Source: an optimization exercise on an open RTL-to-GDS flow (aim: small area and a short achievable clock period). Production flows keep margins and buffers that such runs may drop. At most, simulation tests tie the RTL to the original design; equivalence was not proved. No activity file was given, so power comes from the tool's default toggle rates.

==> job 6898 <==
// ABC2
module ABC2 (
    OUT,
    CLOCK_50,
    RESET_N
);
input CLOCK_50;
input RESET_N;
output [31:0] OUT;
reg [31:0] L0, L1, L2, L3;
reg [31:0] XA, XB, BF;
reg [28:1] PA;    
reg [15:0] RA;    
reg [31:0] TB;    
reg [15:1] PL;    
reg [31:0] OUT;
wire pa1;
wire pa2;
wire pa3;
wire pa4;
wire pa5;
wire pa6;
wire pa7;
wire pa8;
wire pa9;
wire pa10;
wire pa11;
wire pa12;
wire pa13;
wire pa14;
wire pa15;
wire pa16;
wire pa17;
wire pa18;
wire pa19;
wire pa20;
wire pa21;
wire pa22;
wire pa23;
wire pa24;
wire pa25;
wire pa26;
wire pa27;
wire pa28;
wire pa29;
wire pa30;
wire pa31;
wire pa32;
wire pa33;
wire pa34;
wire pa35;
wire pa36;
wire pa37;
wire pa38;
wire pa39;
wire pa40;
wire pa41;
wire pa42;
wire pa43;
wire pa44;
wire pa45;
wire pa46;
wire pa47;
wire pa48;
wire pa49;
wire pa50;
wire pa51;
wire pa52;
wire pa53;
wire pa54;
wire pa55;
wire pa56;
wire pa57;
wire pa58;
wire pa59;
wire pa60;
wire pa61;
wire pa62;
wire pa63;
wire pa64;
wire pa65;
wire pa66;
wire pa67;
wire pa68;
wire pa69;
wire pa70;
wire pa71;
wire pa72;
wire pa73;
wire pa74;
wire pa75;
wire pa76;
wire pa77;
wire pa78;
wire pa79;
wire pa80;
wire pa81;
wire pa82;
wire pa83;
wire pa84;
wire pa85;
wire pa86;
wire pa87;
wire pa88;
wire pa89;
wire pa90;
wire pa91;
wire pa92;
wire pa93;
wire pa94;
wire pa95;
wire pa96;
wire pa97;
wire pa98;
wire pa99;
wire pa100;
wire pa101;
wire pa102;
wire pa103;
wire pa104;
wire pa105;
wire pa106;
wire pa107;
wire pa108;
wire pa109;
wire pa110;
wire pa111;
wire pa112;
wire pa113;
wire pa114;
wire pa115;
wire pa116;
wire pa117;
wire pa118;
wire pa119;
wire pa120;
wire pa121;
wire pa122;
wire pa123;
wire pa124;
wire pa125;
wire pa126;
wire pa127;
wire pa128;
wire pa129;
wire pa130;
wire pa131;
wire pa132;
wire pa133;
wire pa134;
wire pa135;
wire pa136;
wire pa137;
wire pa138;
wire pa139;
wire pa140;
wire pa141;
wire pa142;
wire pa143;
wire pa144;
wire pa145;
wire pa146;
wire pa147;
wire pa148;
wire pa149;
wire pa150;
wire pa151;
wire pa152;
wire pa153;
wire pa154;
wire pa155;
wire pa156;
wire pa157;
wire pa158;
wire pa159;
wire pa160;
wire pa161;
wire pa162;
wire pa163;
  ...
export LEC_CHECK = 0
export CAP_MARGIN = 20
export CORE_MARGIN = 2
export CORE_UTILIZATION = 40
export PLACE_DENSITY = 0.6
export SLEW_MARGIN = 20
create_clock -name core_clock -period 18.0 [get_ports {CLOCK_50}]
run.sh (not shown) runs the stock make flow with config.mk's settings and CLKGATE_MAP_FILE= SYNTH_SCRIPT=/design/flow/synth_recipe.tcl, a recipe that flattens the netlist after the stock synthesis.
==> job 8385: changes against job 6898 <==
--- a/flow/config.mk
+++ b/flow/config.mk
@@ -5,6 +5,7 @@
 export SDC_FILE = /design/flow/constraint.sdc
 export NUM_CORES = 4
 export LEC_CHECK = 0
+export ABC_CLOCK_PERIOD_IN_PS = 4500
 export CAP_MARGIN = 20
 export CORE_MARGIN = 2
 export CORE_UTILIZATION = 40
==> summary of the runs <==
- Routed wire length is the same in job 6898 and job 8385.
- Via count is the same in job 6898 and job 8385.
- In utilization, job 8385 and job 6898 do not differ.
- In final cell count, job 8385 and job 6898 do not differ.
- Sequential power is about the same in job 8385 and job 6898.
- Total power is the same in job 8385 and job 6898.
- Worst hold slack is the same in job 6898 and job 8385.
==> figures <==
| item | job 8385 | job 6898 |
|---|---|---|
| Run status | timing/DRC/antenna clean | timing/DRC/antenna clean |
| Maximum clock skew at final layout | 29.9 ps | 29.9 ps |
| Critical path launch point type | flip-flop | flip-flop |
| Share of cell area taken by flip-flops and latches | 0.246 | 0.246 |
| Setup violators final | 0 | 0 |
| Synth async-reset ratio | 0.646 | 0.646 |
| Commonest non-fill, non-tap cell in the layout | inv_1 | inv_1 |
| Power in sequential cells | 776 uW | 776 uW |
| Core region area | 74,600 um2 | 74,600 um2 |
| Final TNS setup | 0 ps | 0 ps |
| Buffer share of cell area | 0.0143 | 0.0143 |
| Worst setup path startpoint | XA[30]$_DFF_PN0_ | XA[30]$_DFF_PN0_ |
| Sequential element share of the synthesized area | 0.268 | 0.268 |
| Worst path arrival time | 6100 ps | 6100 ps |
| Antenna Nets Post-Route | 0 | 0 |
No functional check of the RTL was part of any run of this note.

========
==> build 1: inputs <==
Another version of the RTL of ABC2 (not shown whole).
==> flow/design.v (excerpt) <==
module ABC2 (
    OUT,
    CLOCK_50,
    RESET_N
);
input CLOCK_50;
input RESET_N;
output [31:0] OUT;
reg [31:0] L0, L1, L2, L3;
reg [31:0] XA, XB, BF;
reg [28:1] PA;    
reg [15:0] RA;    
reg [31:0] TB;    
reg [15:1] PL;    
reg [31:0] OUT;
wire pa1;
wire pa2;
wire pa3;
wire pa4;
wire pa5;
wire pa6;
wire pa7;
wire pa8;
wire pa9;
wire pa10;
wire pa11;
wire pa12;
wire pa13;
wire pa14;
wire pa15;
wire pa16;
wire pa17;
wire pa18;
wire pa19;
wire pa20;
wire pa21;
wire pa22;
wire pa23;
wire pa24;
wire pa25;
wire pa26;
wire pa27;
wire pa28;
wire pa29;
wire pa30;
wire pa31;
wire pa32;
wire pa33;
wire pa34;
wire pa35;
wire pa36;
wire pa37;
wire pa38;
wire pa39;
wire pa40;
wire pa41;
wire pa42;
wire pa43;
wire pa44;
wire pa45;
wire pa46;
wire pa47;
wire pa48;
wire pa49;
wire pa50;
wire pa51;
wire pa52;
wire pa53;
wire pa54;
wire pa55;
wire pa56;
wire pa57;
wire pa58;
wire pa59;
wire pa60;
wire pa61;
wire pa62;
wire pa63;
wire pa64;
wire pa65;
wire pa66;
wire pa67;
wire pa68;
wire pa69;
wire pa70;
wire pa71;
wire pa72;
wire pa73;
wire pa74;
wire pa75;
wire pa76;
wire pa77;
wire pa78;
wire pa79;
wire pa80;
wire pa81;
wire pa82;
wire pa83;
wire pa84;
wire pa85;
wire pa86;
wire pa87;
wire pa88;
wire pa89;
wire pa90;
wire pa91;
wire pa92;
wire pa93;
wire pa94;
wire pa95;
wire pa96;
wire pa97;
wire pa98;
wire pa99;
wire pa100;
wire pa101;
wire pa102;
wire pa103;
wire pa104;
wire pa105;
wire pa106;
wire pa107;
wire pa108;
wire pa109;
wire pa110;
wire pa111;
wire pa112;
wire pa113;
wire pa114;
wire pa115;
wire pa116;
wire pa117;
wire pa118;
wire pa119;
wire pa120;
wire pa121;
wire pa122;
wire pa123;
wire pa124;
wire pa125;
wire pa126;
  ...
clock: 18.0 ns
lec_check: 0
cap_margin: 20
core_margin: 2
core_utilization: 65
place_density: 0.8
slew_margin: 20
synth_hierarchical: 1
standard.sh (not shown) runs the stock make flow with config.mk's settings and CLKGATE_MAP_FILE= SYNTH_SCRIPT=/design/flow/synth_recipe.tcl, a recipe that flattens the netlist after the stock synthesis.
==> flow/flow/run.sh <==
#!/bin/bash
# Standard ORFS layout (the standard.sh, unchanged synthesis), asking the
# resizer's repair_timing for a larger setup margin at the same clock and SDC.
set -euo pipefail
bash standard.sh SETUP_SLACK_MARGIN=13.2 finish > flow_make.log 2>&1
==> inputs of trial 22, as changes to build 1 <==
==> flow/run.sh (new file) <==
#!/bin/bash
# synth_recipe.tcl (not shown) runs the flow's synth.tcl, then flattens the netlist and writes it again
# the make line also repeats each setting of config.mk as NAME=value (left out here)
make -C /OpenROAD-flow-scripts/flow DESIGN_CONFIG=/design/flow/config.mk WORK_HOME=/design/flow/orfs CLKGATE_MAP_FILE= SYNTH_SCRIPT=/design/flow/synth_recipe.tcl finish
Settings changed: CORE_UTILIZATION 65 to 40, PLACE_DENSITY 0.8 to 0.6.
removed: flow/flow/run.sh
removed: flow/standard.sh
==> summary of the runs <==
Between build 1 and trial 22, the lower die area is in build 1 (gap about 40%, measured against trial 22). Global-route usage: build 1 is higher than trial 22 (14 points). Of build 1 and trial 22, build 1 has the higher via count (gap about 8%, measured against trial 22). In synthesized cell count, trial 22 and build 1 do not differ. Of build 1 and trial 22, trial 22 has the higher hold slack (gap 0.0041 ns). Between build 1 and trial 22, the lower setup slack is in trial 22 (gap 1.4 ns). Of trial 22 and build 1, build 1 has the higher non-clock buffer count (gap 82). In sequential power, trial 22 and build 1 hardly differ. Of build 1 and trial 22, build 1 has the higher core utilization (gap 30 points).
==> figures <==
metric	build 1	trial 22
Origin of the worst setup path	XA[19]$_DFF_PN0_	XA[30]$_DFF_PN0_
Hold Slack	0.323 ns	0.327 ns
Via count of the routed design	19,052	17,713
Non-clock buffer share of cell area	3.92%	1.45%
Total inserted antenna cells	1	0
CP required	18.46 ns	18.49 ns
Number of search-and-repair iterations in the first detailed-routing pass	6	5
Status	timing/DRC/antenna clean	timing/DRC/antenna clean
Via count of the first global-routing pass	20,831	19,734
CP Buf/Inv Count	3	1
Die Footprint	45,200 um2	72,800 um2
Power per standard cell area	48.5 nW/um2	51.1 nW/um2
Sum of met2 wire segment lengths after detailed routing	36,000 um	33,700 um
Clock latency (worst-skew pair)	0.55 ns	0.56 ns
Net switching share of the total power	20.9%	21.1%
Height of the chip	213 um	270 um
RSZ-0062 raised after global routing	true	false
Final Core Density	74.4%	44.2%
Non-CTS buffers	130	48

[port drivers added, routing unchanged]
No port has a modelled driver above. Below, the same layouts with a new extraction and two added sets of constraints.
Step 1 sets driving cells, clkbuf_16 on the clock port and buf_2 on the other inputs (assumed; they add their load-dependent delay and slew).
Step 2 moves the port delays by t, midway between the first and last clock arrival at a register: inputs arrive t later, outputs are due t later. That takes back most of the time a late clock gives input paths.
a / b / c = ideal / step 1 / step 2; a / b = the first two.
run	shift t [ns]	setup slack, ns	worst setup path after step 2	worst data-port slew with drivers (ns)
job 6898	0.610	12.370 / 12.370 / 12.212	input, reset recovery	0.06
job 8385	0.610	12.370 / 12.370 / 12.212	input, reset recovery	0.06
build 1	0.585	13.175 / 13.168 / 13.095	input, reset recovery	0.05
trial 22	0.601	11.811 / 11.811 / 11.811	register to register	0.05
After both steps setup and hold are still met in every run listed. Setup slack includes reset recovery checks.
